Background: an optimization exercise with open tools, aiming at small area. Do not read the settings as production practice.
In this exercise RTL edits were held to simulation tests only and were not proved equivalent to the original.
Power is estimated from default activity; no workload was simulated.

// Sudoku_Solver
module Sudoku_Solver
	#(parameter p_CLKs_PB = 16)  
	(input i_Clk,
	 input i_Rx_UART,
	 input i_Switch_1,
	 output logic o_Tx_UART);
clock: 10.0 ns
lec_check: 0
abc_area: 1
cap_margin: 40
core_margin: 2
core_utilization: 30
place_density: 0.5
slew_margin: 20
standard.sh (not shown) runs the stock make flow with config.mk's settings and CLKGATE_MAP_FILE= SYNTH_SCRIPT=/design/flow/synth_recipe.tcl, a recipe that flattens the netlist after the stock synthesis.
==> flow/flow/run.sh <==
#!/bin/bash
set -euo pipefail
CTS="$(cat flow/cts_args.txt)"
bash standard.sh "CTS_ARGS=$CTS" finish > standard.log 2>&1
==> flow/flow/cts_args.txt <==
-sink_clustering_enable -repair_clock_nets -dont_use_dummy_load -sink_clustering_size 12 -sink_clustering_max_diameter 40 -buf_list sky130_fd_sc_hd__clkbuf_4
Edit:
==> flow/flow/cts_args.txt (replaced) <==
-sink_clustering_enable -repair_clock_nets -dont_use_dummy_load -sink_clustering_size 22 -sink_clustering_max_diameter 50 -buf_list sky130_fd_sc_hd__clkbuf_8
--- a/flow/config.mk
+++ b/flow/config.mk
@@ -9,5 +9,5 @@
 export CAP_MARGIN = 40
 export CORE_MARGIN = 2
-export CORE_UTILIZATION = 30
-export PLACE_DENSITY = 0.5
+export CORE_UTILIZATION = 70
+export PLACE_DENSITY = 0.85
 export SLEW_MARGIN = 20
What happened:
- area after synthesis is unchanged
- clock skew came out lower by 0.020 ns
- setup slack is better by 0.035 ns
- wire length came out higher by a few percent
- register-to-register slack is worse by 0.07 ns
- via count came out higher by a few percent
- die area came out lower by well over a third
- clock power came out lower by a few percent
- sequential cell count stays the same
- count of clock-buffer cells in the layout came out lower by 17
- first-iteration DRC count came out higher by well over a third
Edit:
==> flow/flow/cts_args.txt (replaced) <==
-sink_clustering_enable -repair_clock_nets -dont_use_dummy_load -sink_clustering_size 20 -sink_clustering_max_diameter 60 -buf_list sky130_fd_sc_hd__clkbuf_8
--- a/flow/config.mk
+++ b/flow/config.mk
@@ -9,5 +9,5 @@
 export CAP_MARGIN = 40
 export CORE_MARGIN = 2
-export CORE_UTILIZATION = 70
-export PLACE_DENSITY = 0.85
+export CORE_UTILIZATION = 50
+export PLACE_DENSITY = 0.65
 export SLEW_MARGIN = 20
- sequential power hardly moves
- total power came out higher by about 0.9%
- wire length came out lower by 6.5%
- cell area came out higher by about 1.2%
- worst setup slack loses 0.091 ns
- area after synthesis does not change
- final cell count came out higher by about 8%
- global-route usage came out lower by 6.4 points
- synthesized cell count does not change
- utilization came out lower by 21 points
- non-clock buffer count stays the same

---

Another version of the RTL of Sudoku_Solver (not shown whole).
For scale: ~0.0076 mm² of cells after synthesis.
export LEC_CHECK = 0
export ABC_AREA = 1
export CAP_MARGIN = 40
export CORE_MARGIN = 2
export CORE_UTILIZATION = 30
export PLACE_DENSITY = 0.5
export SLEW_MARGIN = 20
create_clock -name core_clock -period 10.0 [get_ports {i_Clk}]
==> flow/flow/run.sh <==
#!/bin/bash
# The standard layout (standard.sh), with three changes:
#  - synthesis: flow/my_synth.tcl, the standard flow's synthesis script with abc's mapping script
#    replaced by flow/abc_area.script;
#  - port buffers: sky130_fd_sc_hd__buf_2 (one per input and output port, as before);
#  - clock tree synthesis: the arguments in flow/cts_args.txt (no dummy loads).
# make/ORFS output goes to standard.log; ORFS's per-step logs are under orfs/logs.
set -euo pipefail
W="$(pwd)"
CTS="$(cat flow/cts_args.txt)"
bash standard.sh "SYNTH_SCRIPT=$W/flow/my_synth.tcl" "FLOW_ABC_SCRIPT=$W/flow/abc_area.script" \
  "BUFFER_PORTS_ARGS=-buffer_cell sky130_fd_sc_hd__buf_2" \
  "CTS_ARGS=$CTS" finish > standard.log 2>&1
==> flow/flow/abc_area.script <==
strash
&get -n
&deepsyn -T 20
&dch -f
&nf -R 1000
&put
strash
&get -n
&dch -f
&nf -R 1000
&put
topo
==> flow/flow/cts_args.txt <==
-sink_clustering_enable -repair_clock_nets -dont_use_dummy_load -sink_clustering_size 12 -sink_clustering_max_diameter 40 -buf_list sky130_fd_sc_hd__clkbuf_4
==> flow/flow/my_synth.tcl <==
# The standard synthesis (synth_recipe.tcl) with two changes to the combinational
# mapping only: abc's script is flow/abc_area.script (area-oriented &deepsyn/&nf
# mapping), and adders are left to abc instead of ORFS's half/full adder cells.
# Registers are mapped by ORFS's dfflibmap exactly as in the standard synthesis.
proc synth {args} { yosys synth -nofsm -noshare {*}$args }
proc abc {args} {
  set i [lsearch -exact $args -script]
  if { $i >= 0 } { lset args [expr { $i + 1 }] $::env(FLOW_ABC_SCRIPT) }
  yosys abc {*}$args
}
unset -nocomplain ::env(ADDER_MAP_FILE)
source $::env(SCRIPTS_DIR)/synth.tcl
# left out here: clear keep_hierarchy, flatten, clean up, hide names made inside functions, write 1_2_yosys.v
Then changed:
==> flow/flow/run.sh (replaced) <==
#!/bin/bash
# The standard layout (standard.sh), with three changes:
#  - synthesis: flow/my_synth.tcl, the standard flow's synthesis script with abc's mapping script
#    replaced by flow/abc_area.script;
#  - port buffers: sky130_fd_sc_hd__buf_1 (one per input and output port, as before);
#  - clock tree synthesis: the arguments in flow/cts_args.txt (no dummy loads).
# make/ORFS output goes to standard.log; ORFS's per-step logs are under orfs/logs.
set -euo pipefail
W="$(pwd)"
CTS="$(cat flow/cts_args.txt)"
bash standard.sh "SYNTH_SCRIPT=$W/flow/my_synth.tcl" "FLOW_ABC_SCRIPT=$W/flow/abc_area.script" \
  "BUFFER_PORTS_ARGS=-buffer_cell sky130_fd_sc_hd__buf_1" \
  "CTS_ARGS=$CTS" finish > standard.log 2>&1
Result:
- wire length goes down by 1.6%
- design area hardly moves
- sequential share of layout area barely changes
- cell count hardly moves
- worst hold slack gets worse by 0.010 ns
- register-to-register slack gets worse by 0.04 ns
- total power stays flat
- core utilization hardly moves
- setup slack degrades by 0.013 ns
Then changed:
==> flow/flow/cts_args.txt (replaced) <==
-sink_clustering_enable -repair_clock_nets -dont_use_dummy_load -sink_clustering_size 12 -sink_clustering_max_diameter 45 -buf_list sky130_fd_sc_hd__clkbuf_4
Settings changed: CORE_UTILIZATION 30 to 20, PLACE_DENSITY 0.5 to 0.4.
After rerunning: Setup slack degrades by 0.039 ns; fmax decreases slightly; worst hold slack degrades by 0.045 ns; power hardly moves; non-clock buffer count increases by 2; routed wire length decreases slightly; design area increases by a few percent; via count decreases by a few percent; clock power hardly moves; critical path depth does not change; first-iteration DRC count decreases by a quarter to a third.

---

Another version of the RTL of Sudoku_Solver (not shown whole).
Size in the first run: about 4 I/O pins, roughly 0.0090 sq mm of cells after synthesis.
Design Sudoku_Solver, start of the top module:
module Sudoku_Solver
	#(parameter p_CLKs_PB = 16)  
	(input i_Clk,
	 input i_Rx_UART,
	 input i_Switch_1,
	 output logic o_Tx_UART);
clock: 10.0 ns
lec_check: 0
cap_margin: 40
core_margin: 2
core_utilization: 30
place_density: 0.5
slew_margin: 20
run.sh (not shown) runs the stock make flow with config.mk's settings and CLKGATE_MAP_FILE= SYNTH_SCRIPT=/design/flow/synth_recipe.tcl, a recipe that flattens the netlist after the stock synthesis.
Stock flow here: none of the scripts above is used.
The first run passed the timing, DRC and antenna checks.
Then changed:
Settings changed: CTS_BUF_LIST set to sky130_fd_sc_hd__clkbuf_8 sky130_fd_sc_hd__clkbuf_16, CTS_CLUSTER_DIAMETER set to 60, CTS_CLUSTER_SIZE set to 25.
What happened:
- The changed run ran to the end with no violations
- power shrinks by roughly a tenth
- non-clock buffer count does not change
- global-route usage shrinks by 0.21 points
- routed wire length shrinks by a few percent
Then changed:
Settings changed: CTS_BUF_LIST sky130_fd_sc_hd__clkbuf_8 sky130_fd_sc_hd__clkbuf_16 to sky130_fd_sc_hd__clkbuf_8, CTS_CLUSTER_SIZE 25 to 20.
Outcome: The changed run completed without violations; utilization goes down by 1.1 points; cell area came out lower by about 3%; die area is unchanged; power drops by 11%; sequential cell count stays the same; worst setup slack got worse by 23 ps; global-route usage is about the same; clock power shrinks by 29%; area after synthesis stays the same.
Then changed:
Settings changed: CTS_BUF_LIST sky130_fd_sc_hd__clkbuf_8 to sky130_fd_sc_hd__clkbuf_4, CTS_CLUSTER_DIAMETER 60 to 30, CTS_CLUSTER_SIZE 20 to 10.
What happened: Final cell count came out higher by 6.6%; cell area came out higher by 4.1%; routed wire length came out higher by 5.2%; synthesized area does not change; worst setup slack got worse by 89 ps; non-clock buffer count does not change; utilization came out higher by 1.4 points; synthesized cell count stays the same.

---

== job 5960 ==
Sudoku_Solver with an RTL version that a note above also has.
For scale: roughly 570 cells after synthesis, about 300 flip-flops, roughly 4 I/O pins, roughly 7600 sq um of cells after synthesis.
clock: 10.0 ns
lec_check: 0
abc_area: 1
cap_margin: 40
core_margin: 2
core_utilization: 30
place_density: 0.5
slew_margin: 20
standard.sh (not shown) runs the stock make flow with config.mk's settings and CLKGATE_MAP_FILE= SYNTH_SCRIPT=/design/flow/synth_recipe.tcl, a recipe that flattens the netlist after the stock synthesis.
==> flow/flow/run.sh <==
#!/bin/bash
# The standard layout (standard.sh), with three changes:
#  - synthesis: flow/my_synth.tcl, the standard flow's synthesis script with abc's mapping script
#    replaced by flow/abc_area.script;
#  - port buffers: sky130_fd_sc_hd__buf_1 (one per input and output port, as before);
#  - clock tree synthesis: the arguments in flow/cts_args.txt (no dummy loads).
# make/ORFS output goes to standard.log; ORFS's per-step logs are under orfs/logs.
set -euo pipefail
W="$(pwd)"
CTS="$(cat flow/cts_args.txt)"
bash standard.sh "SYNTH_SCRIPT=$W/flow/my_synth.tcl" "FLOW_ABC_SCRIPT=$W/flow/abc_area.script" \
  "BUFFER_PORTS_ARGS=-buffer_cell sky130_fd_sc_hd__buf_1" \
  "CTS_ARGS=$CTS" finish > standard.log 2>&1
==> flow/flow/cts_args.txt <==
-sink_clustering_enable -repair_clock_nets -dont_use_dummy_load -sink_clustering_size 12 -sink_clustering_max_diameter 50 -buf_list sky130_fd_sc_hd__clkbuf_4
Scripts as last shown in full above: flow/flow/abc_area.script, flow/flow/my_synth.tcl
The following lists how job 4709 was set up differently from job 5960:
Settings: changing CORE_UTILIZATION from 30 to 50; changing PLACE_DENSITY from 0.5 to 0.65.
==> flow/flow/cts_args.txt <==
-sink_clustering_enable -repair_clock_nets -dont_use_dummy_load -sink_clustering_size 12 -sink_clustering_max_diameter 40 -buf_list sky130_fd_sc_hd__clkbuf_4
==> run notes <==
Job 4709 went all the way through the flow, and no timing, DRC or antenna check failed.
Re worst-case vdd ir drop: job 4709 is about 80% up on job 5960.
Of job 4709 and job 5960, job 5960 shows the lower global routing usage on met3, with job 4709 above it.
The wire length in job 5960 is 1.07 times that in job 4709.
[job 4709] global-route met2 utilization rose 7.7 points relative to job 5960
Job 4709 gives more non-clock buffer count than job 5960 did.
Comparing job 4709 and job 5960, the higher wire length the detailed router placed on met1 was measured on job 5960.
Relative to job 5960, the share of cell area taken by flip-flops and latches of job 4709 is higher by 1.4 points.
--- input diff job 4709..job 7510 ---
Settings: PLACE_DENSITY now 0.5, was 0.65; CORE_UTILIZATION now 30, was 50.
--- a/flow/flow/abc_area.script
+++ b/flow/flow/abc_area.script
@@ -7,4 +7,5 @@
 strash
 &get -n
+&deepsyn -T 10
 &dch -f
 &nf -R 1000
==> flow/flow/cts_args.txt <==
-sink_clustering_enable -repair_clock_nets -dont_use_dummy_load -sink_clustering_size 12 -sink_clustering_max_diameter 45 -buf_list sky130_fd_sc_hd__clkbuf_4
--- a/flow/flow/my_synth.tcl
+++ b/flow/flow/my_synth.tcl
@@ -1,4 +1,4 @@
 # The standard synthesis (synth_recipe.tcl) with two changes to the combinational
-# mapping only: abc's script is flow/abc_area.script (area-oriented &deepsyn/&nf
+# mapping only: abc's script is flow/abc_area.script (area-oriented &deepsyn/&nf, two rounds
 # mapping), and adders are left to abc instead of ORFS's half/full adder cells.
 # Registers are mapped by ORFS's dfflibmap exactly as in the standard synthesis.
### Flow results
Taking job 4709 as 1.0, job 7510 lands at 1.6 on overall die area.
Routed wirelength normalized by instance count is lower on job 7510
Worst IR drop on VDD: job 7510 vs job 4709 down 0.025 mV
Compared with job 4709, job 7510 shows utilization lower by 22 points.
Setup changes, job 7510 to job 6527
Settings: changing CORE_UTILIZATION from 30 to 45; changing PLACE_DENSITY from 0.5 to 0.6.
--- a/flow/flow/abc_area.script
+++ b/flow/flow/abc_area.script
@@ -7,5 +7,4 @@
 strash
 &get -n
-&deepsyn -T 10
 &dch -f
 &nf -R 1000
--- a/flow/flow/my_synth.tcl
+++ b/flow/flow/my_synth.tcl
@@ -1,4 +1,4 @@
 # The standard synthesis (synth_recipe.tcl) with two changes to the combinational
-# mapping only: abc's script is flow/abc_area.script (area-oriented &deepsyn/&nf, two rounds
+# mapping only: abc's script is flow/abc_area.script (area-oriented &deepsyn/&nf
 # mapping), and adders are left to abc instead of ORFS's half/full adder cells.
 # Registers are mapped by ORFS's dfflibmap exactly as in the standard synthesis.
Results
- Job 6527: done, clean on timing, DRC and antenna
- Taking job 7510 as the reference, in job 6527 clock-cell share of area level; clock period minus final worst setup slack down 0.13 ns; wire length of the first global-routing pass dropped 5.1%.

## what the ideal ports hide
The results above use ideal ports. As a check the final layouts listed here were re-extracted and re-timed, cells and wires unchanged. Step 1, drivers: a clkbuf_16 drives i_Clk and a buf_2 each remaining input, both assumed. Step 2, shift: input delay + t, output delay - t, t = (earliest + latest rising clock arrival at the registers) / 2. This alone moves slack from input paths to output paths. Slacks: ideal / step 1 / step 2; pairs: ideal / step 1.
| run | t (ns) | setup WS [ns] | worst setup path at the end | clock arrival spread, ns | worst slew at a driven data input, ns |
|---|---|---|---|---|---|
| the first run of note 1 | 0.615 | 5.653 / 5.614 / 6.229 | register to output | 0.073 / 0.074 | 0.03 |
| the second run of note 1 | 0.532 | 5.688 / 5.655 / 6.186 | register to output | 0.052 / 0.053 | 0.03 |
| the third run of note 1 | 0.550 | 5.597 / 5.560 / 6.110 | register to output | 0.039 / 0.038 | 0.03 |
| the first run of note 2 | 0.610 | 6.086 / 6.045 / 6.506 | register to register | 0.057 / 0.058 | 0.03 |
| the second run of note 2 | 0.625 | 6.073 / 6.034 / 6.467 | register to register | 0.062 / 0.063 | 0.03 |
| the third run of note 2 | 0.635 | 6.034 / 5.989 / 6.477 | input to register | 0.112 / 0.111 | 0.03 |
| the first run of note 3 | 0.548 | 5.489 / 5.443 / 5.990 | register to output | 0.016 / 0.017 | 0.03 |
| the second run of note 3 | 0.562 | 5.466 / 5.420 / 5.982 | register to output | 0.018 / 0.019 | 0.03 |
| the third run of note 3 | 0.575 | 5.443 / 5.402 / 5.977 | register to output | 0.015 / 0.015 | 0.03 |
| the fourth run of note 3 | 0.699 | 5.354 / 5.315 / 6.014 | register to output | 0.061 / 0.062 | 0.03 |
| job 5960 | 0.660 | 6.035 / 5.994 / 6.405 | register to register | 0.087 / 0.087 | 0.03 |
| job 4709 | 0.602 | 6.095 / 6.061 / 6.474 | register to register | 0.089 / 0.089 | 0.03 |
| job 7510 | 0.608 | 6.000 / 5.961 / 6.569 | register to output | 0.081 / 0.082 | 0.03 |
| job 6527 | 0.611 | 6.130 / 6.097 / 6.437 | input to register | 0.073 / 0.073 | 0.03 |
After both steps every run listed still meets setup and hold.
